Background: an optimization exercise with open tools, aiming at a short achievable clock period and few clock cycles. Do not read the settings as production practice. At most, simulation tests tie the RTL to the original design; equivalence was not proved. Only the layout flow was run in runs 3 and 4; the RTL was not checked for function there. Power and IR drop assume default switching activity.

==> flow/design.v <==
module open_risc_v(
	input  wire 		  clk   		,
	input  wire 		  rst		    ,
	input  wire [31:0]    inst_i		,
	output wire [31:0]    inst_addr_o	,
	output wire 		  rd_wen_o		,
	output wire [4:0]     rd_addr_o		,
	output wire [31:0]    rd_data_o
);
	function [32:0] ks_add;
		input [31:0] x;
		input [31:0] y;
		input        cin;
		reg   [31:0] g, p, gg, pp;
		integer      i, d;
		begin
			g  = x & y;
			p  = x ^ y;
			gg = g;
			gg[0] = g[0] | (p[0] & cin);
			pp = p;
			for (d = 1; d < 32; d = d * 2)
				for (i = 31; i >= d; i = i - 1) begin
					gg[i] = gg[i] | (pp[i] & gg[i-d]);
					pp[i] = pp[i] & pp[i-d];
				end
			ks_add[0] = p[0] ^ cin;
			for (i = 1; i < 32; i = i + 1)
				ks_add[i] = p[i] ^ gg[i-1];
			ks_add[32] = gg[31];
		end
	endfunction
	localparam BB = 7;               
	reg [31:0] pc_q;
	reg [31:0] ras_q;                
	reg [31:0] jt_q;                 
	reg [2:0]  bt [0:(1<<BB)-1];     
	reg        e_valid;
	reg [31:0] e_op1, e_op2;
	reg [4:0]  e_rd;
	reg        e_wen;
	reg        e_add, e_sub, e_slt, e_sltu, e_xor, e_or, e_and;
	reg        e_sll, e_srl, e_sra, e_link;
	reg [31:0] e_pc4;
	reg [31:0] e_tgt;
	reg        e_br;
	reg        e_ceq, e_clt, e_cltu;
	reg        e_x;                  
	reg        e_pred;
	reg        e_jalr;
	reg        e_jpred;
	reg [31:0] e_ptgt;
	reg [BB-1:0] e_bidx;
	reg [2:0]  e_bctr;
	reg        u_bvalid;
	reg        u_taken;
	reg [BB-1:0] u_bidx;
	reg [2:0]  u_bctr;
	reg        u_jvalid;
	reg [31:0] u_jtgt;
	reg        w_wen;
	reg [4:0]  w_rd;
	reg [31:0] w_data;
	reg [31:0] rf [1:31];
	wire [31:0] ins = inst_i;
	wire [4:0]  opc = ins[6:2];
	wire [2:0]  f3  = ins[14:12];
	wire [4:0]  rd  = ins[11:7];
	wire [4:0]  rs1 = ins[19:15];
	wire [4:0]  rs2 = ins[24:20];
	wire is_op    = (opc == 5'b01100);
	wire is_opimm = (opc == 5'b00100);
	wire is_lui   = (opc == 5'b01101);
	wire is_auipc = (opc == 5'b00101);
	wire is_jal   = (opc == 5'b11011);
	wire is_jalr  = (opc == 5'b11001);
	wire is_br    = (opc == 5'b11000);
	wire [31:0] imm_i = {{20{ins[31]}}, ins[31:20]};
	wire [31:0] imm_u = {ins[31:12], 12'b0};
	wire [31:0] imm_b = {{19{ins[31]}}, ins[31], ins[7], ins[30:25], ins[11:8], 1'b0};
	wire [31:0] imm_j = {{11{ins[31]}}, ins[31], ins[19:12], ins[20], ins[30:21], 1'b0};
	wire [31:0] rf1 = (rs1 == 5'd0) ? 32'b0 : ((w_wen & (rs1 == w_rd)) ? w_data : rf[rs1]);
	wire [31:0] rf2 = (rs2 == 5'd0) ? 32'b0 : ((w_wen & (rs2 == w_rd)) ? w_data : rf[rs2]);
	wire [32:0] pc4_c = ks_add(pc_q, 32'd4, 1'b0);
	wire [31:0] pc4   = pc4_c[31:0];
	wire [32:0] tgt_c = ks_add(pc_q, ins[3] ? imm_j : imm_b, 1'b0);
	wire [31:0] f_tgt = tgt_c[31:0];
	wire [BB-1:0] f_bidx = pc_q[BB+1:2];
	wire [2:0]    f_bctr = bt[f_bidx];
	wire f_bdir  = f_bctr[2] ? f_bctr[1] : (ins[31] | ins[12]);
	wire f_bpred = is_br & f_bdir;
	wire f_take  = is_jal | f_bpred;
	wire f_jpred = is_jalr & (ins[31:20] == 12'b0);
	wire [31:0] f_jtgt = (rd == 5'd0) ? ras_q : jt_q;
	wire uses1 = is_op | is_opimm | is_br | is_jalr;
	wire uses2 = is_op | is_br;
	wire e_wr  = e_valid & e_wen;
	wire [31:0] op1_d = is_auipc ? pc_q : (is_lui ? 32'b0 : rf1);
	wire [31:0] op2_d = uses2 ? rf2 : ((is_lui | is_auipc) ? imm_u : imm_i);
	wire alu_rr  = is_op;
	wire alu_ri  = is_opimm;
	wire alu_any = alu_rr | alu_ri;
	wire [31:0] a = e_op1;
	wire [31:0] b = e_op2;
	wire [32:0] sum_c  = ks_add(a, b, 1'b0);
	wire [32:0] diff_c = ks_add(a, ~b, 1'b1);
	wire [31:0] sum  = sum_c[31:0];
	wire [31:0] diff = diff_c[31:0];
	wire        eq   = (a == b);
	wire        ltu  = (a < b);
	wire        lt   = ($signed(a) < $signed(b));
	wire [31:0] sll  = a << b[4:0];
	wire [31:0] srl  = a >> b[4:0];
	wire [31:0] sra  = $signed(a) >>> b[4:0];
	wire [31:0] result =
		({32{e_add }} & sum ) |
		({32{e_sub }} & diff) |
		({32{e_slt }} & {31'b0, lt }) |
		({32{e_sltu}} & {31'b0, ltu}) |
		({32{e_xor }} & (a ^ b)) |
		({32{e_or  }} & (a | b)) |
		({32{e_and }} & (a & b)) |
		({32{e_sll }} & sll) |
		({32{e_srl }} & srl) |
		({32{e_sra }} & sra) |
		({32{e_link}} & e_pc4);
	wire cmp      = (e_ceq & eq) | (e_clt & lt) | (e_cltu & ltu);
	wire br_mis   = e_valid & e_br & (cmp ^ e_x);
	wire jalr_mis = e_valid & e_jalr & ~(e_jpred & (a == e_ptgt));
	wire redirect = br_mis | jalr_mis;
	wire [31:0] redirect_tgt = e_jalr ? {sum[31:1], 1'b0} : (e_pred ? e_pc4 : e_tgt);
	wire taken    = cmp ^ e_x ^ e_pred;
	integer i;
	always @(posedge clk) begin
		if (rst == 1'b0) begin
			pc_q     <= 32'b0;
			ras_q    <= 32'b0;
			jt_q     <= 32'b0;
			e_valid  <= 1'b0;
			u_bvalid <= 1'b0;
			u_jvalid <= 1'b0;
			w_wen    <= 1'b0;
			for (i = 0; i < (1<<BB); i = i + 1)
				bt[i] <= 3'b0;
			for (i = 1; i < 32; i = i + 1)
				rf[i] <= 32'b0;
		end else begin
			if (redirect)
				pc_q <= redirect_tgt;
			else if (f_take)
				pc_q <= f_tgt;
			else if (f_jpred)
				pc_q <= f_jtgt;
			else
				pc_q <= pc4;
			if (~redirect & (is_jal | is_jalr) & (rd == 5'd1))
				ras_q <= pc4;
			e_valid <= ~redirect;
			u_bvalid <= e_valid & e_br;
			u_jvalid <= e_valid & e_jalr & (e_rd != 5'd0);
			if (u_bvalid)
				bt[u_bidx] <= {1'b1, u_bctr[2] ? (u_taken ? ((u_bctr[1:0] == 2'b11) ? 2'b11 : u_bctr[1:0] + 2'b01)
				                                          : ((u_bctr[1:0] == 2'b00) ? 2'b00 : u_bctr[1:0] - 2'b01))
				                               : (u_taken ? 2'b11 : 2'b00)};
			if (u_jvalid)
				jt_q <= u_jtgt;
			w_wen <= e_wr;
			if (w_wen)
				rf[w_rd] <= w_data;
		end
	end
	always @(posedge clk) begin
		e_op1   <= (uses1 & e_wr & (rs1 == e_rd)) ? result : op1_d;
		e_op2   <= (uses2 & e_wr & (rs2 == e_rd)) ? result : op2_d;
		e_rd    <= rd;
		e_wen   <= (alu_any | is_lui | is_auipc | is_jal | is_jalr) & (rd != 5'd0);
		e_add   <= (alu_ri & f3 == 3'b000) | (alu_rr & f3 == 3'b000 & ~ins[30]) |
		           is_lui | is_auipc;
		e_sub   <= alu_rr & f3 == 3'b000 & ins[30];
		e_slt   <= alu_any & f3 == 3'b010;
		e_sltu  <= alu_any & f3 == 3'b011;
		e_xor   <= alu_any & f3 == 3'b100;
		e_or    <= alu_any & f3 == 3'b110;
		e_and   <= alu_any & f3 == 3'b111;
		e_sll   <= alu_any & f3 == 3'b001;
		e_srl   <= alu_any & f3 == 3'b101 & ~ins[30];
		e_sra   <= alu_any & f3 == 3'b101 & ins[30];
		e_link  <= is_jal | is_jalr;
		e_pc4   <= pc4;
		e_tgt   <= f_tgt;
		e_br    <= is_br;
		e_ceq   <= (f3[2:1] == 2'b00);
		e_clt   <= (f3[2:1] == 2'b10);
		e_cltu  <= (f3[2:1] == 2'b11);
		e_x     <= f3[0] ^ f_bpred;
		e_pred  <= f_bpred;
		e_jalr  <= is_jalr;
		e_jpred <= f_jpred;
		e_ptgt  <= f_jtgt;
		e_bidx  <= f_bidx;
		e_bctr  <= f_bctr;
		u_taken <= taken;
		u_bidx  <= e_bidx;
		u_bctr  <= e_bctr;
		u_jtgt  <= {sum[31:1], 1'b0};
		w_rd    <= e_rd;
		w_data  <= result;
	end
	assign inst_addr_o = pc_q;
	assign rd_wen_o    = w_wen & rst;
	assign rd_addr_o   = w_rd;
	assign rd_data_o   = w_data;
endmodule
==> flow/run.sh <==
#!/bin/bash
# synth_recipe.tcl (not shown) runs the flow's synth.tcl, then flattens the netlist and writes it again
# the make line also repeats each setting of config.mk as NAME=value (left out here)
make -C /OpenROAD-flow-scripts/flow DESIGN_CONFIG=/design/flow/config.mk WORK_HOME=/design/flow/orfs CLKGATE_MAP_FILE= SYNTH_SCRIPT=/design/flow/synth_recipe.tcl finish
==> flow/config.mk <==
export PLATFORM = sky130hd
export DESIGN_NAME = open_risc_v
export DESIGN_NICKNAME = open_risc_v
export VERILOG_FILES = /design/flow/design.v
export SDC_FILE = /design/flow/constraint.sdc
export NUM_CORES = 4
export LEC_CHECK = 0
export ABC_CLOCK_PERIOD_IN_PS = 2500
export CAP_MARGIN = 20
export CORE_MARGIN = 2
export CORE_UTILIZATION = 40
export PLACE_DENSITY = 0.6
export SETUP_SLACK_MARGIN = 4.0
export SLEW_MARGIN = 20
export TNS_END_PERCENT = 100
==> flow/constraint.sdc <==
create_clock -name core_clock -period 7.2 [get_ports {clk}]
set_input_delay 1.4400 -clock core_clock [delete_from_list [all_inputs] [get_ports {clk}]]
set_output_delay 1.4400 -clock core_clock [all_outputs]
set_load 0.01 [all_outputs]
==> run summary, run 1 <==
* Mapped Avg Cell Area at between 10 and 15 um^2
* Largest net degree at the start of global routing at 131
* Die width at 492 um
* H-tree depth at 4
* I/O Pins at 104
* Mapped Area at roughly 95000 um^2
* Crit path required time at 7.90 ns
* #FFs+latches synth at 1780
* CP Capture Type: register
* Cell count after placement at 10500
* Vias per Instance at 6.24
* Slowest CP cell: o31a_4
* Final Cycle Share at 53.0%
* CP Launch Point: e_op1[31]
* Post-DR wirelength/cell at 32.0 um
* CTS tree: yes
* Crit path cell chain: buf_8 -> clkinvlp_4 -> ha_4 -> nor4_4 -> and3b_2 -> nand2_2 -> o22ai_2 -> nor2_2 -> buf_4 -> and4_4 -> o31a_1 -> o31a_4 -> buf_6 -> buf_16 -> a21oi_2 -> nor3_1
* VDD IR max at 216 uV
* DPL Wire Length at 213 mm
* Initial Util at between 40% and 50%
* Crit Path Max Fanout at 14
* Final Hold Fails at 0
* Post-synthesis net count at 7884
* Worst Skew at 0.0560 ns
* CTS Buf Count at 190
* Worst skew pair latency at 0.87 ns
* Max Cap Viol at 0
* Max-slew violation count at 0
* Layout cells sized above 1 at ~31%
* Max FFs per register at between 1000 and 1500
* Slowest stage delay, CP at ~0.45 ns
* Setup Total Neg Slack at 0 ns
* Most flops, register: rf
* Clock Pin Slew Worst Setup and Hold Paths at 0.06 ns
* Final total power at 0.0274 W
* Area grow syn2layout at 22.6%
* Grt total ovfl at 0
* Setup WS pre-CTS at 1.62 ns
* Initial antenna violation count at 33
* Vias at 70600
* Status: complete, no violations
* HP Class: reg2reg
* Worst hold path endpoint: u_bidx[3]
* Hold buffer count at cts at 0
* Biggest regs: rf: 1024 flops, bt: 384 flops
* EDFF count, synth at 1280
* Leakage at 43.5 nW
* HP Start: e_bidx[3]
* Worst setup SP type: register
* R2r setup slk at 3.38 ns
* Worst EP arrival at 4.51 ns
* Final min period at ~3.8 ns
* Unique masters post-synth at a little over 90
* Register area share after synthesis at 50.9%
* Maximum operating frequency at 262 MHz
* Hold Path Stages at 0
* First-pass GRT wire length at 504 mm
* Vias in the first global route at 68800
* GPL Wtd Cong at 0.970
* Clock root cell: clkbuf_16
* Rel. slew slack at 21.5%
* Finish-stage setup viols at 0
* WL final at roughly 360 mm
* RSZ-0062 raised after global routing: true
* Maximum clock path buffer count at 3
* Die footprint at 242000 um^2
* Antenna-violating nets left at 0
* Port buffer count at between 100 and 150
* Drt pass-1 iters at 6
* Final Net Count at around 8100
* YS warnings at 1
* Core area at about 240000 um^2
* Reg2Reg Depth at 16
* Prevailing post-synth register cell: edfxtp_1
* Cell Pwr Density at 235 nW/um^2
* Slew @ Worst Pin at 1.18 ns
* Worst hold margin at 0.316 ns
* Cells after Synth at 7715
* Worst r2r src: e_op1[31]
* DRC Markers at 0
* CTS Sinks at roughly 1800
* Ys async rst share at 0%
* Final worst setup slack at 3.38 ns
* R2R Path End: ras_q[19]
* Die height at between 400 and 500 um
* Total GRT Usage at 28.8%
* Initial DRC count at 10400
* Row cnt at 179
* Post-route non-filler standard cell count at roughly 11000
* Crit Path Class: reg2reg
-- critical path, delay by kind of cell, from the launching register on --
kind	cells	cell delay, ns
compound gates	4	1.18
flops	1	0.34
simple gates	6	1.02
buf+inv	5	0.78
fa+ha+maj	1	0.34
-- timing repair --
item | in CTS | in global routing
pin swaps | 161 | 148
setup endpoints to repair | 1756 | 253
cloned | 69 | 24
buffers inserted | 216 | 136
resized for setup | 942 | 333
-- stage by stage --
stage / area [um^2] / utilization (%)
after global placement: 100000 / 42.4
after detailed placement: 101000 / 42.4
final: 117000 / 49.2
after CTS: 114000 / 47.9
after global routing: 117000 / 49.2
after floorplan: 97400 / -
-- layer usage --
layer  GRT usage (%)  routed length (um)  vias up
li1                -                   -    29200
met1            39.0              139000    36300
met2            45.4              168000     4351
met3            6.54               41000      751
met4            10.8               14700       12
met5               0                  90        -
-- kinds of logic after synthesis --
kind of cell,share of synthesized area (%)
compound gates,6.59
xor+xnor,1.33
mux,21.4
fa+ha+maj,1.80
flops,50.9
buf+inv,3.50
simple gates,14.5
-- placed cells by master (no fill, tap or decap), types with 76 or more instances in the layout --
master,synthesis,routed
nor3_1,125,100
mux2i_1,225,171
buf_4,13,386
clkbuf_16,0,215
nor2_1,641,593
and2_1,1014,1006
o21ai_0,217,128
buf_12,0,88
nand2_1,736,727
a21oi_1,306,235
mux4_2,781,781
dfxtp_1,500,407
ha_1,132,76
inv_1,152,125
edfxtp_1,1280,1280
-- synth_stat cells, types with 12 or more instances --
| master | n | area, um^2 |
|---|---|---|
| mux2i_1 | 225 | 2250 |
| a211oi_1 | 57 | 428 |
| mux4_2 | 781 | 17600 |
| nand3_1 | 62 | 310 |
| buf_2 | 34 | 170 |
| o21bai_1 | 21 | 158 |
| a31oi_1 | 25 | 156 |
| o21ai_0 | 217 | 1090 |
| o211ai_1 | 18 | 135 |
| nor4_1 | 24 | 150 |
| edfxtp_1 | 1280 | 38400 |
| o21a_1 | 22 | 165 |
| nor2_1 | 641 | 2410 |
| a21oi_1 | 306 | 1530 |
| and2_1 | 1014 | 6340 |
| dfxtp_1 | 500 | 10000 |
| mux2_2 | 50 | 563 |
| nor3_1 | 125 | 626 |
| or3_1 | 26 | 163 |
| xnor2_1 | 78 | 683 |
| buf_1 | 102 | 383 |
| a21o_1 | 16 | 120 |
| nor2b_1 | 23 | 144 |
| buf_4 | 13 | 97.6 |
| o22ai_1 | 19 | 119 |
| nand4_1 | 29 | 181 |
| nand2b_1 | 27 | 169 |
| o31ai_1 | 12 | 90.1 |
| clkbuf_1 | 544 | 2040 |
| ha_1 | 132 | 1650 |
| and3_1 | 22 | 138 |
| a211o_1 | 12 | 105 |
| xor2_1 | 67 | 587 |
| a22oi_1 | 43 | 323 |
| a221oi_1 | 69 | 604 |
| nand2_1 | 736 | 2760 |
| inv_1 | 152 | 571 |
-- power by group --
group,internal [W],leakage [nW],switching (W)
combinational,0.00242,23.2,0.00343
clock,0.00543,2.97,0.00433
sequential,0.0114,17.3,0.000337
total,0.0193,43.5,0.00809
-- worst max-delay path by stage --
stage / endpoint / slack [ns] / depth (start not counted)
floorplan: pc_q[31] / 2.66 / 18
global placement: pc_q[31] / 1.65 / 14
detailed placement: pc_q[31] / 1.62 / 14
CTS: pc_q[31] / 3.40 / 17
global route: pc_q[31] / 3.26 / 13
finish: ras_q[19] / 3.38 / 16
-- cell type report --
| class | instances | area, um^2 |
|---|---|---|
| clock buffer | 261 | 5240 |
| fill | 20200 | 120000 |
| timing repair buffer | 760 | 9560 |
| inverter | 156 | 654 |
| clock inverter | 86 | 837 |
| antenna | 17 | 42.5 |
| multi-input combinational | 5088 | 47600 |
| tap | 3167 | 3960 |
| timing repair inverter | 4 | 31.3 |
| sequential | 1780 | 48700 |
Testbench counts, summed over its fixed seeds: cycles 63,656.
==> run 2, diff against run 1 <==
--- a/flow/design.v
+++ b/flow/design.v
@@ -37,6 +37,8 @@
 	reg [2:0]  bt [0:(1<<BB)-1];     
 	reg        e_valid;
 	reg [31:0] e_op1, e_op2;
+	reg [31:0] e_sha;                
+	reg [4:0]  e_shb;
 	reg [4:0]  e_rd;
 	reg        e_wen;
 	reg        e_add, e_sub, e_slt, e_sltu, e_xor, e_or, e_and;
@@ -83,8 +85,9 @@
 	wire [31:0] rf2 = (rs2 == 5'd0) ? 32'b0 : ((w_wen & (rs2 == w_rd)) ? w_data : rf[rs2]);
 	wire [32:0] pc4_c = ks_add(pc_q, 32'd4, 1'b0);
 	wire [31:0] pc4   = pc4_c[31:0];
-	wire [32:0] tgt_c = ks_add(pc_q, ins[3] ? imm_j : imm_b, 1'b0);
-	wire [31:0] f_tgt = tgt_c[31:0];
+	wire [32:0] tgtj_c = ks_add(pc_q, imm_j, 1'b0);
+	wire [32:0] tgtb_c = ks_add(pc_q, imm_b, 1'b0);
+	wire [31:0] f_tgt  = ins[3] ? tgtj_c[31:0] : tgtb_c[31:0];
 	wire [BB-1:0] f_bidx = pc_q[BB+1:2];
 	wire [2:0]    f_bctr = bt[f_bidx];
 	wire f_bdir  = f_bctr[2] ? f_bctr[1] : (ins[31] | ins[12]);
@@ -100,6 +103,9 @@
 	wire alu_rr  = is_op;
 	wire alu_ri  = is_opimm;
 	wire alu_any = alu_rr | alu_ri;
+	wire is_shift = alu_any & ((f3 == 3'b001) | (f3 == 3'b101));
+	wire fwd1    = uses1 & e_wr & (rs1 == e_rd);
+	wire fwd2    = uses2 & e_wr & (rs2 == e_rd);
 	wire [31:0] a = e_op1;
 	wire [31:0] b = e_op2;
 	wire [32:0] sum_c  = ks_add(a, b, 1'b0);
@@ -109,9 +115,9 @@
 	wire        eq   = (a == b);
 	wire        ltu  = (a < b);
 	wire        lt   = ($signed(a) < $signed(b));
-	wire [31:0] sll  = a << b[4:0];
-	wire [31:0] srl  = a >> b[4:0];
-	wire [31:0] sra  = $signed(a) >>> b[4:0];
+	wire [31:0] sll  = e_sha << e_shb;
+	wire [31:0] srl  = e_sha >> e_shb;
+	wire [31:0] sra  = $signed(e_sha) >>> e_shb;
 	wire [31:0] result =
 		({32{e_add }} & sum ) |
 		({32{e_sub }} & diff) |
@@ -153,7 +159,7 @@
 				pc_q <= f_jtgt;
 			else
 				pc_q <= pc4;
-			if (~redirect & (is_jal | is_jalr) & (rd == 5'd1))
+			if ((is_jal | is_jalr) & (rd == 5'd1))
 				ras_q <= pc4;
 			e_valid <= ~redirect;
 			u_bvalid <= e_valid & e_br;
@@ -170,8 +176,12 @@
 		end
 	end
 	always @(posedge clk) begin
-		e_op1   <= (uses1 & e_wr & (rs1 == e_rd)) ? result : op1_d;
-		e_op2   <= (uses2 & e_wr & (rs2 == e_rd)) ? result : op2_d;
+		e_op1   <= fwd1 ? result : op1_d;
+		e_op2   <= fwd2 ? result : op2_d;
+		if (is_shift) begin
+			e_sha <= fwd1 ? result : op1_d;
+			e_shb <= fwd2 ? result[4:0] : op2_d[4:0];
+		end
 		e_rd    <= rd;
 		e_wen   <= (alu_any | is_lui | is_auipc | is_jal | is_jalr) & (rd != 5'd0);
 		e_add   <= (alu_ri & f3 == 3'b000) | (alu_rr & f3 == 3'b000 & ~ins[30]) |
==> run summary, run 2 <==
* Status: complete, no violations
* #FFs+latches synth at 1817
* Rel. slew slack at under 10%
* Synth top area cells: edfxtp_1 (41%), mux4_2 (16%), dfxtp_1 (10%)
* Maximum operating frequency at 266 MHz
* H-tree depth at 4
* RSZ-0062 raised after global routing: true
* WL final at 382 mm
* Worst r2r src: e_op1[0]
* Clock Pin Slew Worst Setup and Hold Paths at 0.07 ns
* Die footprint at between 200000 and 250000 um^2
* Worst setup SP type: register
* Mapped Avg Cell Area at 12.2 um^2
* Max FFs per register at 1024
* CTS Sinks at 1817
* Clock Power Share at 36.7%
* Max Cap Viol at 0
* Commonest non-fill, non-tap cell in the layout: edfxtp_1
* Final instance area at 119000 um^2
* Max-slew violation count at 0
* Final Cycle Share at a little over half
* Final Hold Fails at 0
* Cell-internal power at 0.0192 W
* I/O Pins at 104
* Final worst setup slack at 3.44 ns
* HP Start: e_bidx[0]
* Hold Path Stages at 0
* VDD IR max at 202 uV
* Top-count cell post-synth: edfxtp_1
* Reg2Reg Depth at 16
* Area of the multi-input gates at 48900 um^2
* Port buffer count at slightly above 100
* Switch Pwr at 0.00788 W
* Register area share after synthesis at 51.1%
* Prevailing post-synth register cell: edfxtp_1
* Final min period at 3.76 ns
* Synth top area share at 40.7%
* Hold buffer count at cts at 0
* EDFF count, synth at 1317
* Post-DP Area at ~100000 um^2
* R2r setup slk at 3.44 ns
* R2R Path End: e_op2[30]
* Vias in the first global route at 70800
* Clock root cell: clkbuf_16
* Vias at around 73000
* Initial DRC count at a little over 10000
* Fill count at 20700
* Biggest regs: rf: 1024 flops, bt: 384 flops
* Crit path required time at approximately 7.9 ns
* Die width at 497 um
* Crit Path Max Fanout at 3
* Commonest cells after routing, fill and taps aside: edfxtp_1 (1317), and2_1 (1003), nand2_1 (771)
* Antenna-violating nets left at 0
* CP Capture Type: register
* Leakage at 44.7 nW
* Area grow syn2layout at 23.0%
* Unique masters post-synth at 93
* Comb power frac at 19.2%
* Total GRT Usage at ~30%
* DPL Wire Length at between 200 and 250 mm
* Final Net Count at 8447
* CTS Buf Count at between 150 and 200
* Post-synth top area cell: edfxtp_1
* Worst EP arrival at 4.49 ns
* Ys async rst share at 0%
* Post-DR wirelength/cell at 32.9 um
* Most flops, register: rf
* Switch share at 29.0%
* Row cnt at 180
* Finish-stage setup viols at 0
* Die height at 497 um
* YS warnings at 1
* Grt total ovfl at 0
* Setup Total Neg Slack at 0 ns
* Worst skew pair latency at between 0.8 and 0.9 ns
* Sequential Area at 49800 um^2
* Core area at 241000 um^2
* GPL Wtd Cong at 1.03
* Cell Pwr Density at between 200 and 250 nW/um^2
* HP Class: reg2reg
* Worst hold path endpoint: u_bidx[0]
* Maximum clock path buffer count at 3
* Worst Skew at between 0.06 and 0.07 ns
* Largest net degree at the start of global routing at 94
* Initial Util at 40.3%
* Post-route non-filler standard cell count at ~12000
* Top cells by count, synth: edfxtp_1 (1317), and2_1 (1007), nand2_1 (783)
* Slew @ Worst Pin at about 1.4 ns
* Crit Path Class: reg2reg
* Post-synthesis net count at about 8100
* Vias per Instance at 6.29
* Initial antenna violation count at 27
* Cell count after placement at roughly 11000
* Cells after Synth at between 7000 and 8000
* Setup WS pre-CTS at around 1.7 ns
* Reg power frac at 44.2%
* Layout cells sized above 1 at 30.7%
* First-pass GRT wire length at 526 mm
* CTS tree: yes
* Mapped Area at about 97000 um^2
* DRC Markers at 0
* Drt pass-1 iters at 10
[run 2: changes by cell type in the layout (fill, tap and decap cells not counted), moves of 29 or more]
cell / before / now
xnor2_1: 59 / 93
a221oi_2: 23 / 52
mux4_2: 781 / 703
nor3_1: 100 / 57
mux2i_1: 171 / 240
edfxtp_1: 1280 / 1317
nand2_1: 727 / 771
o22ai_1: 7 / 52
inv_1: 125 / 154
buf_4: 386 / 425
mux2_2: 43 / 94
[run 2: power by group through the flow]
stage               Clock (W)  Sequential (W)  Combinational (W)
floorplan                   0          0.0121            0.00249
global placement            0          0.0122            0.00376
detailed placement          0          0.0122            0.00378
CTS                    0.0100          0.0120            0.00469
global route           0.0104          0.0120            0.00536
finish                0.00994          0.0120            0.00520
[run 2: logic make-up (layout without fill, tap and decap cells)]
group,count (synthesis),in the layout,synth area share (%)
other cells,0,16,0
mux,1087,1087,20.5
flops,1817,1817,51.1
xor+xnor,158,158,1.43
buf+inv,873,1334,3.58
simple gates,2773,2779,14.1
compound gates,1112,1112,7.46
fa+ha+maj,144,144,1.89
[run 2: what timing repair did]
item,in CTS,in global routing
gates resized for setup,1069,399
buffers inserted,230,155
cloned,55,20
endpoints found under the hold margin,0,0
endpoints found under the setup margin,1313,289
pin swaps,139,141
[run 2: per-stage QoR]
stage	total power, W	hold slack, ns	util (%)
floorplan	0.0145	0.310	-
CTS	0.0266	0.326	48.1
finish	0.0271	0.326	49.5
global route	0.0278	0.332	49.5
detailed placement	0.0160	0.312	42.4
global placement	0.0159	0.312	42.4
[run 2: per-layer routing]
metal / share of wire, % / vias up / GRT usage (%)
li1: - / 30200 / -
met1: 37 / 37300 / 39.1
met2: 46 / 4614 / 47.3
met3: 11 / 1017 / 5.98
met4: 6.1 / 6 / 15.6
met5: 0.0081 / - / 0
[run 2: layout make-up]
type                            count  area share, %
Sequential cell                  1817           41.8
Multi-Input combinational cell   5280           41.0
Timing Repair Buffer              788           8.08
Clock buffer                      258           4.38
Tap cell                         3185           3.34
Clock inverter                     98          0.827
Inverter                          190          0.634
Antenna cell                       16         0.0335
[run 2: worst max-delay path by stage]
| stage | startpoint | endpoint | slack, ns | cells past startpoint |
|---|---|---|---|---|
| finish | e_op1[0] | e_op2[30] | 3.44 | 16 |
| global route | e_op1[19] | pc_q[18] | 3.41 | 15 |
| CTS | e_op1[0] | pc_q[0] | 3.43 | 16 |
| detailed placement | inst_i[27] | pc_q[27] | 1.70 | 12 |
| global placement | inst_i[27] | pc_q[27] | 1.66 | 12 |
| floorplan | inst_i[22] | pc_q[31] | 3.26 | 15 |
[run 2: critical path, cell delays in order, from the launching register on]
cell and delay [ns]:
dfxtp_4 0.35, inv_4 0.06, ha_4 0.14, inv_2 0.03
fa_2 0.33, nor2b_4 0.14, o311a_4 0.34, buf_4 0.15
o31ai_4 0.28, a31oi_2 0.16, o31a_1 0.35, a211oi_4 0.34
or4b_4 0.20, a31oi_4 0.10, a2111oi_4 0.35, buf_4 0.24
a21oi_2 0.06
Testbench counts of run 2, summed over its fixed seeds: cycles 63,656.
==> run 3, diff against run 2 <==
--- a/flow/design.v
+++ b/flow/design.v
@@ -60,6 +60,8 @@
 	reg [2:0]  u_bctr;
 	reg        u_jvalid;
 	reg [31:0] u_jtgt;
+	reg        slow_q;
+	reg [31:0] rtgt_q;
 	reg        w_wen;
 	reg [4:0]  w_rd;
 	reg [31:0] w_data;
@@ -132,14 +134,16 @@
 		({32{e_link}} & e_pc4);
 	wire cmp      = (e_ceq & eq) | (e_clt & lt) | (e_cltu & ltu);
 	wire br_mis   = e_valid & e_br & (cmp ^ e_x);
-	wire jalr_mis = e_valid & e_jalr & ~(e_jpred & (a == e_ptgt));
+	wire jalr_mis = e_valid & e_jalr & e_jpred & (a != e_ptgt);
+	wire jalr_slow = e_valid & e_jalr & ~e_jpred;
 	wire redirect = br_mis | jalr_mis;
-	wire [31:0] redirect_tgt = e_jalr ? {sum[31:1], 1'b0} : (e_pred ? e_pc4 : e_tgt);
+	wire [31:0] redirect_tgt = e_jalr ? {a[31:1], 1'b0} : (e_pred ? e_pc4 : e_tgt);
 	wire taken    = cmp ^ e_x ^ e_pred;
 	integer i;
 	always @(posedge clk) begin
 		if (rst == 1'b0) begin
 			pc_q     <= 32'b0;
+			slow_q   <= 1'b0;
 			ras_q    <= 32'b0;
 			jt_q     <= 32'b0;
 			e_valid  <= 1'b0;
@@ -151,7 +155,10 @@
 			for (i = 1; i < 32; i = i + 1)
 				rf[i] <= 32'b0;
 		end else begin
-			if (redirect)
+			slow_q <= jalr_slow;
+			if (slow_q)
+				pc_q <= rtgt_q;
+			else if (redirect)
 				pc_q <= redirect_tgt;
 			else if (f_take)
 				pc_q <= f_tgt;
@@ -161,7 +168,7 @@
 				pc_q <= pc4;
 			if ((is_jal | is_jalr) & (rd == 5'd1))
 				ras_q <= pc4;
-			e_valid <= ~redirect;
+			e_valid <= ~(redirect | jalr_slow | slow_q);
 			u_bvalid <= e_valid & e_br;
 			u_jvalid <= e_valid & e_jalr & (e_rd != 5'd0);
 			if (u_bvalid)
@@ -213,6 +220,7 @@
 		u_bidx  <= e_bidx;
 		u_bctr  <= e_bctr;
 		u_jtgt  <= {sum[31:1], 1'b0};
+		rtgt_q  <= {sum[31:1], 1'b0};
 		w_rd    <= e_rd;
 		w_data  <= result;
 	end
==> run summary, run 3 <==
* Crit path required time at 7.96 ns
* Final Cycle Share at 53.6%
* Hold buffer count at cts at 0
* Initial Util at 40.3%
* Die width at 497 um
* R2R Path End: pc_q[22]
* Finish-stage setup viols at 0
* Vias at about 73000
* EDFF count, synth at around 1300
* Worst hold margin at 0.325 ns
* CTS tree: yes
* Setup Total Neg Slack at 0 ns
* Slew @ Worst Pin at 1.22 ns
* H-tree depth at 4
* HP Start: e_bidx[0]
* Hold Path Stages at 0
* Total GRT Usage at between 30 and 40%
* Register area share after synthesis at 51.1%
* Maximum clock path buffer count at 3
* Worst r2r src: pc_q[2]
* Drt pass-1 iters at 7
* RSZ-0062 raised after global routing: true
* Post-DP Area at 103000 um^2
* Post-synthesis net count at 8108
* Top-count cell post-synth: edfxtp_1
* Commonest cells after routing, fill and taps aside: edfxtp_1 (1317), and2_1 (1007), nand2_1 (816)
* Die footprint at 247000 um^2
* Commonest non-fill, non-tap cell in the layout: edfxtp_1
* Final Net Count at between 8000 and 9000
* #FFs+latches synth at about 1800
* Worst setup SP type: register
* Worst Skew at slightly above 0.08 ns
* Bufs and invs on worst path at 6
* Final Hold Fails at 0
* Layout cells sized above 1 at a little under a third
* Slowest CP cell: mux4_2
* Core area at 241000 um^2
* Highest metal used: met5
* VDD IR max at about 230 uV
* Crit path max-delay family: multiplexers
* HP Class: reg2reg
* DPL Wire Length at 229 mm
* CTS Buf Count at 198
* Initial DRC count at 10000
* R2r setup slk at 3.34 ns
* Biggest regs: rf: 1024 flops, bt: 384 flops
* Ys async rst share at 0%
* Row cnt at 180
* Status: complete, no violations
* Top cells by count, synth: edfxtp_1 (1317), and2_1 (1008), nand2_1 (832)
* Most used cell, CP: buf_12
* Slowest stage delay, CP at roughly 0.53 ns
* Synth top area share at 40.7%
* Initial antenna violation count at 24
* Most flops, register: rf
* Unique masters post-synth at 86
* YS warnings at 1
* I/O Pins at 104
* GPL Wtd Cong at 0.963
* Crit path cell chain: buf_8 -> buf_12 -> mux4_2 -> mux2i_2 -> mux4_2 -> o211ai_1 -> a221o_1 -> buf_6 -> buf_6 -> a21boi_4 -> a21oi_4 -> buf_12 -> buf_12 -> mux2_4 -> a22oi_2 -> nand2_1
* Vias per Instance at approximately 6.3
* Post-synth top area cell: edfxtp_1
* WL final at 390 mm
* Worst EP arrival at 4.62 ns
* Antenna-violating nets left at 0
* Met2 wire length at 178 mm
* Synth top area cells: edfxtp_1 (41%), mux4_2 (17%), dfxtp_1 (10%)
* Post-DR wirelength/cell at about 33 um
* Mapped Avg Cell Area at 12.2 um^2
* Crit Path Max Fanout at 6
* Crit Path Class: reg2reg
* First-pass GRT wire length at 534 mm
* CP Capture Type: register
* CTS Sinks at 1818
* Largest net degree at the start of global routing at 99
* Metal-1 WL at 145 mm
* Rel. slew slack at 18.3%
* Prevailing post-synth register cell: edfxtp_1
* Cells after Synth at 7930
* Mapped Area at 97100 um^2
* Number of cells on the critical path at 16
* Area grow syn2layout at 24.4%
* Die height at 497 um
* Cell count after placement at 10800
* Clock root cell: clkbuf_16
* Vias in the first global route at 70900
* Max FFs per register at about 1000
* Post-route non-filler standard cell count at roughly 12000
* Final instance area at 121000 um^2
* Max-slew violation count at 0
* Routed length on met3 at 43.1 mm
* Cell Pwr Density at 233 nW/um^2
* Leakage at 45.2 nW
* Final min period at 3.86 ns
* DRC Markers at 0
* Maximum operating frequency at 259 MHz
* Reg2Reg Depth at 16
* Worst hold path endpoint: u_bidx[0]
* Grt total ovfl at 0
* Clock Pin Slew Worst Setup and Hold Paths at 0.06 ns
* Max Cap Viol at 0
* Port buffer count at 101
* Worst skew pair latency at 0.90 ns
==> run 3: cell types whose count changed after synthesis, sizes merged, moves of 17 or more <==
cell | before | now
nand2b | 49 | 30
nor2b | 30 | 65
a21oi | 305 | 262
o211a | 4 | 21
a22oi | 32 | 51
nand2 | 783 | 832
mux2 | 100 | 81
a211oi | 66 | 31
nor2 | 628 | 579
inv | 187 | 168
==> run 3: metrics by stage <==
stage                     util, %  total power [W]  setup WS, ns
after floorplan                 -           0.0147          3.39
after global placement       42.6           0.0162          1.69
after detailed placement     42.6           0.0163          1.64
after CTS                    48.8           0.0276          3.36
after global routing         50.1           0.0288          3.31
final                        50.1           0.0282          3.34
==> run 3: routing by layer <==
| metal | up-vias | global-route usage (%) |
|---|---|---|
| met5 | - | 0 |
| met4 | 20 | 16.0 |
| met3 | 1012 | 7.58 |
| met2 | 4544 | 47.6 |
| met1 | 37400 | 39.3 |
| li1 | 30200 | - |
==> run 3: cells by family (layout without fill, tap and decap cells) <==
logic type               Yosys count  in the layout  synth area share, %
AO/OA/AOI/OAI                   1069           1071                 7.27
XOR/XNOR                         155            155                 1.40
other                              0              4                    0
flip-flops                      1818           1818                 51.1
adder cells (fa/ha/maj)          144            144                 1.89
AND/OR/NAND/NOR                 2804           2812                 14.3
multiplexers                    1090           1090                 20.6
buffers and inverters            850           1359                 3.40
==> run 3: worst max path at each step <==
stage	start	to	slack (ns)
6_report	pc_q[2]	pc_q[22]	3.34
5_1_grt	pc_q[2]	pc_q[22]	3.31
4_1_cts	pc_q[2]	pc_q[22]	3.36
3_5_place_dp	inst_i[31]	pc_q[30]	1.64
3_3_place_gp	inst_i[31]	pc_q[30]	1.69
2_1_floorplan	inst_i[22]	pc_q[27]	3.39
==> run 3: layout make-up <==
| type | count | area [um^2] |
|---|---|---|
| fillers | 20600 | 120000 |
| flip-flops and latches | 1818 | 49900 |
| multi-input cells | 5272 | 49600 |
| repair buffers | 817 | 9970 |
| clock buffers | 275 | 5460 |
| well taps | 3185 | 3990 |
| clock inverters | 96 | 1130 |
| inverters | 171 | 726 |
| diodes | 4 | 10.0 |
==> run 3: what timing repair did <==
item                                     CTS  global route
gates resized for setup                 1205           318
gates cloned                              52            21
pin swaps                                155           158
buffers inserted                         268           159
endpoints found under the setup margin   952           417
==> run 3: power by group <==
part	internal [W]	switching [W]
Sequential	0.0117	0.000393
Combinational	0.00229	0.00334
Clock	0.00589	0.00459
==> run 4, diff against run 3 <==
--- a/flow/design.v
+++ b/flow/design.v
@@ -31,7 +31,9 @@
 		end
 	endfunction
 	localparam BB = 7;               
-	reg [31:0] pc_q;
+	reg [31:0] pc_q;                 
+	reg        redir_q;              
+	reg [31:0] rtgt_q;               
 	reg [31:0] ras_q;                
 	reg [31:0] jt_q;                 
 	reg [2:0]  bt [0:(1<<BB)-1];     
@@ -60,12 +62,11 @@
 	reg [2:0]  u_bctr;
 	reg        u_jvalid;
 	reg [31:0] u_jtgt;
-	reg        slow_q;
-	reg [31:0] rtgt_q;
 	reg        w_wen;
 	reg [4:0]  w_rd;
 	reg [31:0] w_data;
 	reg [31:0] rf [1:31];
+	wire [31:0] pc  = redir_q ? rtgt_q : pc_q;
 	wire [31:0] ins = inst_i;
 	wire [4:0]  opc = ins[6:2];
 	wire [2:0]  f3  = ins[14:12];
@@ -85,12 +86,12 @@
 	wire [31:0] imm_j = {{11{ins[31]}}, ins[31], ins[19:12], ins[20], ins[30:21], 1'b0};
 	wire [31:0] rf1 = (rs1 == 5'd0) ? 32'b0 : ((w_wen & (rs1 == w_rd)) ? w_data : rf[rs1]);
 	wire [31:0] rf2 = (rs2 == 5'd0) ? 32'b0 : ((w_wen & (rs2 == w_rd)) ? w_data : rf[rs2]);
-	wire [32:0] pc4_c = ks_add(pc_q, 32'd4, 1'b0);
+	wire [32:0] pc4_c = ks_add(pc, 32'd4, 1'b0);
 	wire [31:0] pc4   = pc4_c[31:0];
-	wire [32:0] tgtj_c = ks_add(pc_q, imm_j, 1'b0);
-	wire [32:0] tgtb_c = ks_add(pc_q, imm_b, 1'b0);
+	wire [32:0] tgtj_c = ks_add(pc, imm_j, 1'b0);
+	wire [32:0] tgtb_c = ks_add(pc, imm_b, 1'b0);
 	wire [31:0] f_tgt  = ins[3] ? tgtj_c[31:0] : tgtb_c[31:0];
-	wire [BB-1:0] f_bidx = pc_q[BB+1:2];
+	wire [BB-1:0] f_bidx = pc[BB+1:2];
 	wire [2:0]    f_bctr = bt[f_bidx];
 	wire f_bdir  = f_bctr[2] ? f_bctr[1] : (ins[31] | ins[12]);
 	wire f_bpred = is_br & f_bdir;
@@ -100,7 +101,7 @@
 	wire uses1 = is_op | is_opimm | is_br | is_jalr;
 	wire uses2 = is_op | is_br;
 	wire e_wr  = e_valid & e_wen;
-	wire [31:0] op1_d = is_auipc ? pc_q : (is_lui ? 32'b0 : rf1);
+	wire [31:0] op1_d = is_auipc ? pc : (is_lui ? 32'b0 : rf1);
 	wire [31:0] op2_d = uses2 ? rf2 : ((is_lui | is_auipc) ? imm_u : imm_i);
 	wire alu_rr  = is_op;
 	wire alu_ri  = is_opimm;
@@ -134,16 +135,15 @@
 		({32{e_link}} & e_pc4);
 	wire cmp      = (e_ceq & eq) | (e_clt & lt) | (e_cltu & ltu);
 	wire br_mis   = e_valid & e_br & (cmp ^ e_x);
-	wire jalr_mis = e_valid & e_jalr & e_jpred & (a != e_ptgt);
-	wire jalr_slow = e_valid & e_jalr & ~e_jpred;
+	wire jalr_mis = e_valid & e_jalr & ~(e_jpred & (a == e_ptgt));
 	wire redirect = br_mis | jalr_mis;
-	wire [31:0] redirect_tgt = e_jalr ? {a[31:1], 1'b0} : (e_pred ? e_pc4 : e_tgt);
+	wire [31:0] redirect_tgt = e_jalr ? {sum[31:1], 1'b0} : (e_pred ? e_pc4 : e_tgt);
 	wire taken    = cmp ^ e_x ^ e_pred;
 	integer i;
 	always @(posedge clk) begin
 		if (rst == 1'b0) begin
 			pc_q     <= 32'b0;
-			slow_q   <= 1'b0;
+			redir_q  <= 1'b0;
 			ras_q    <= 32'b0;
 			jt_q     <= 32'b0;
 			e_valid  <= 1'b0;
@@ -155,12 +155,8 @@
 			for (i = 1; i < 32; i = i + 1)
 				rf[i] <= 32'b0;
 		end else begin
-			slow_q <= jalr_slow;
-			if (slow_q)
-				pc_q <= rtgt_q;
-			else if (redirect)
-				pc_q <= redirect_tgt;
-			else if (f_take)
+			redir_q <= redirect;
+			if (f_take)
 				pc_q <= f_tgt;
 			else if (f_jpred)
 				pc_q <= f_jtgt;
@@ -168,7 +164,7 @@
 				pc_q <= pc4;
 			if ((is_jal | is_jalr) & (rd == 5'd1))
 				ras_q <= pc4;
-			e_valid <= ~(redirect | jalr_slow | slow_q);
+			e_valid <= ~redirect;
 			u_bvalid <= e_valid & e_br;
 			u_jvalid <= e_valid & e_jalr & (e_rd != 5'd0);
 			if (u_bvalid)
@@ -189,6 +185,7 @@
 			e_sha <= fwd1 ? result : op1_d;
 			e_shb <= fwd2 ? result[4:0] : op2_d[4:0];
 		end
+		rtgt_q  <= redirect_tgt;
 		e_rd    <= rd;
 		e_wen   <= (alu_any | is_lui | is_auipc | is_jal | is_jalr) & (rd != 5'd0);
 		e_add   <= (alu_ri & f3 == 3'b000) | (alu_rr & f3 == 3'b000 & ~ins[30]) |
@@ -220,11 +217,10 @@
 		u_bidx  <= e_bidx;
 		u_bctr  <= e_bctr;
 		u_jtgt  <= {sum[31:1], 1'b0};
-		rtgt_q  <= {sum[31:1], 1'b0};
 		w_rd    <= e_rd;
 		w_data  <= result;
 	end
-	assign inst_addr_o = pc_q;
+	assign inst_addr_o = pc;
 	assign rd_wen_o    = w_wen & rst;
 	assign rd_addr_o   = w_rd;
 	assign rd_data_o   = w_data;
==> run summary, run 4 <==
* Vias per Instance at 6.33
* Largest net degree at the start of global routing at 91
* Initial antenna violation count at 44
* Drt pass-1 iters at 6
* Fill count at 21300
* Post-DR wirelength/cell at 33.7 um
* Crit path required time at between 7 and 8 ns
* Max FFs per register at 1024
* Die height at 504 um
* Core area at 249000 um^2
* Worst EP arrival at roughly 4.8 ns
* Mapped Avg Cell Area at approximately 11 um^2
* Post-synth top area cell: edfxtp_1
* H-tree depth at 4
* Crit Path Class: in2reg
* Vias in the first global route at ~80000
* Cells after Synth at around 9000
* Commonest non-fill, non-tap cell in the layout: edfxtp_1
* Worst r2r src: redir_q
* Worst skew pair latency at 0.93 ns
* Leakage at 48.3 nW
* Final min period at 3.97 ns
* Register area share after synthesis at 50.1%
* Total GRT Usage at 33.1%
* Unique masters post-synth at 102
* Row cnt at 183
* Commonest cells after routing, fill and taps aside: edfxtp_1 (1317), and2_1 (1004), nand2_1 (975)
* Clock root cell: clkbuf_16
* Mapped Area at 100000 um^2
* Hold buffer count at cts at 0
* YS warnings at 1
* Grt total ovfl at 0
* Worst Skew at 0.121 ns
* HP Class: reg2reg
* GPL Wtd Cong at 0.987
* Vias at 82300
* Worst setup SP type: input port
* R2R Path End: pc_q[24]
* HP Start: e_bidx[3]
* Worst hold path endpoint: u_bidx[3]
* WL final at approximately 440 mm
* CTS tree: yes
* Cell Pwr Density at 233 nW/um^2
* Maximum operating frequency at roughly 250 MHz
* Synth top area share at 39.5%
* DRC Markers at 0
* Die footprint at 254000 um^2
* Slew @ Worst Pin at approximately 1.2 ns
* Post-route non-filler standard cell count at 13000
* DPL Wire Length at 254 mm
* Final Cycle Share at a little under three fifths
* Port buffer count at 101
* Maximum clock path buffer count at 3
* Hold Path Stages at 0
* Initial Util at 40.2%
* Finish-stage setup viols at 0
* Biggest regs: rf: 1024 flops, bt: 384 flops
* CTS Buf Count at 200
* Synth top area cells: edfxtp_1 (39%), dfxtp_1 (11%), mux4_2 (10%)
* First-pass GRT wire length at 603 mm
* Top cells by count, synth: edfxtp_1 (1317), and2_1 (1005), nand2_1 (992)
* RSZ-0062 raised after global routing: true
* Most flops, register: rf
* EDFF count, synth at between 1000 and 1500
* Final Hold Fails at 0
* Max Cap Viol at 0
* Rel. slew slack at 17.2%
* Initial DRC count at around 12000
* Clock Pin Slew Worst Setup and Hold Paths at 0.06 ns
* Cell count after placement at 11900
* Post-synthesis net count at 9162
* Status: complete, no violations
* Area grow syn2layout at 27.3%
* VDD IR max at 268 uV
* #FFs+latches synth at roughly 1900
* Max-slew violation count at 0
* Setup Total Neg Slack at 0 ns
* Prevailing post-synth register cell: edfxtp_1
* Crit Path Max Fanout at 4
* Top-count cell post-synth: edfxtp_1
* Final Net Count at 9661
* R2r setup slk at 3.25 ns
* Layout cells sized above 1 at 29.5%
* Antenna-violating nets left at 0
* CTS Sinks at 1850
* Reg2Reg Depth at 14
* CP Capture Type: register
* Die width at 504 um
* Ys async rst share at 0%
* I/O Pins at 104
-- run 4: changes by cell type after synthesis, moves of 32 or more --
cell	before	now
mux4_2	720	453
mux2i_1	289	493
o21ai_0	260	434
nand2_1	832	992
a21oi_1	261	416
a211oi_1	31	115
nor2_1	579	642
mux2_2	81	142
nand3_1	58	114
clkbuf_1	531	586
o211ai_1	31	68
dfxtp_1	501	533
-- run 4: stage by stage --
step	instance area [um^2]	power, W	hold WS (ns)	worst slack (ns)	utilization [%]
floorplan	102000	0.0151	0.310	3.15	-
global placement	106000	0.0169	0.311	1.69	42.5
detailed placement	106000	0.0169	0.313	1.63	42.5
CTS	124000	0.0291	0.312	3.29	49.7
global route	127000	0.0303	0.324	3.23	51.2
finish	128000	0.0297	0.317	3.23	51.2
-- run 4: cells by family after synthesis --
family / Yosys count / share of synthesized area, %
fa+ha+maj: 144 / 1.83
flops: 1850 / 50.1
buf+inv: 974 / 3.86
mux: 1090 / 16.7
compound gates: 1702 / 11.1
simple gates: 3068 / 15.0
xor+xnor: 156 / 1.36
-- run 4: layer usage --
metal | GRT usage, % | share of wire (%) | vias to the layer above
li1 | - | - | 34100
met1 | 41.2 | 36 | 41200
met2 | 50.9 | 44 | 5566
met3 | 9.65 | 12 | 1404
met4 | 20.1 | 7.6 | 22
met5 | 0 | 0.062 | -
-- run 4: what timing repair did --
item                       4_1_cts  5_1_grt
gates cloned                    85       13
pin swaps                      161      182
setup buffers                  440      178
setup endpoints to repair      760      296
resized for setup             1324      462
-- run 4: how the worst max path moves through the flow --
stage,from,endpoint,slack [ns],depth (start not counted)
after floorplan,redir_q,pc_q[24],3.15,21
after global placement,redir_q,pc_q[2],1.69,14
after detailed placement,redir_q,pc_q[1],1.63,12
after CTS,redir_q,pc_q[24],3.29,15
after global routing,redir_q,pc_q[24],3.23,16
final,inst_i[25],pc_q[24],3.23,13
-- run 4: area by class of cell --
| type | count | area (um^2) | share of cell area [%] |
|---|---|---|---|
| clock buffer | 262 | 5520 | 4.33 |
| timing repair buffer | 1053 | 12900 | 10.1 |
| sequential | 1850 | 50400 | 39.5 |
| multi-input combinational | 6169 | 52000 | 40.8 |
| tap | 3330 | 4170 | 3.27 |
| inverter | 206 | 940 | 0.737 |
| timing repair inverter | 3 | 26.3 | 0.0206 |
| antenna | 24 | 60.1 | 0.0471 |
| clock inverter | 110 | 1520 | 1.19 |
-- run 4: critical path, stage by stage --
cell           delay, ns
dlygate4sd2_1       0.79
ha_4                0.33
nor2_2              0.16
nor2_4              0.06
a21oi_2             0.22
o211ai_1            0.13
buf_4               0.17
a211oi_4            0.28
nor4b_4             0.11
or2_4               0.26
or3_4               0.36
a31oi_4             0.23
mux2_4              0.18
-- run 4: where the power goes --
group | internal, W | switching (W)
combinational | 0.00246 | 0.00392
sequential | 0.0119 | 0.000403
clock | 0.00632 | 0.00470
total | 0.0207 | 0.00903

[static timing again, ports no longer ideal]
The flow's constraints put no driver on any port. The routed layouts listed below were extracted and timed again, unchanged, in two steps.
Step 1, drivers: a clkbuf_16 drives clk and a buf_2 each remaining input, both assumed.
Step 2 also shifts input and output timing later by t, the mid clock arrival at the registers, as if the neighbouring blocks saw the same clock.
a / b / c = no drivers / after step 1 / after step 2; a / b = the first two.
run	t, ns	slack for setup (ns)	hold slack, ns	pins driven straight from the clock port
run 1	0.937	3.384 / 3.335 / 2.398	0.316 / 0.316 / 0.316	1
run 2	0.946	3.444 / 3.153 / 2.207	0.326 / 0.326 / 0.326	1
run 3	0.965	3.339 / 3.269 / 2.305	0.325 / 0.325 / 0.325	1
run 4	0.970	3.230 / 3.253 / 2.339	0.317 / 0.317 / 0.317	1
After both steps every run listed still meets setup and hold. The setup slack of run 2, which loses most, moves by -0.291 ns with the drivers and by -1.237 ns with both steps.
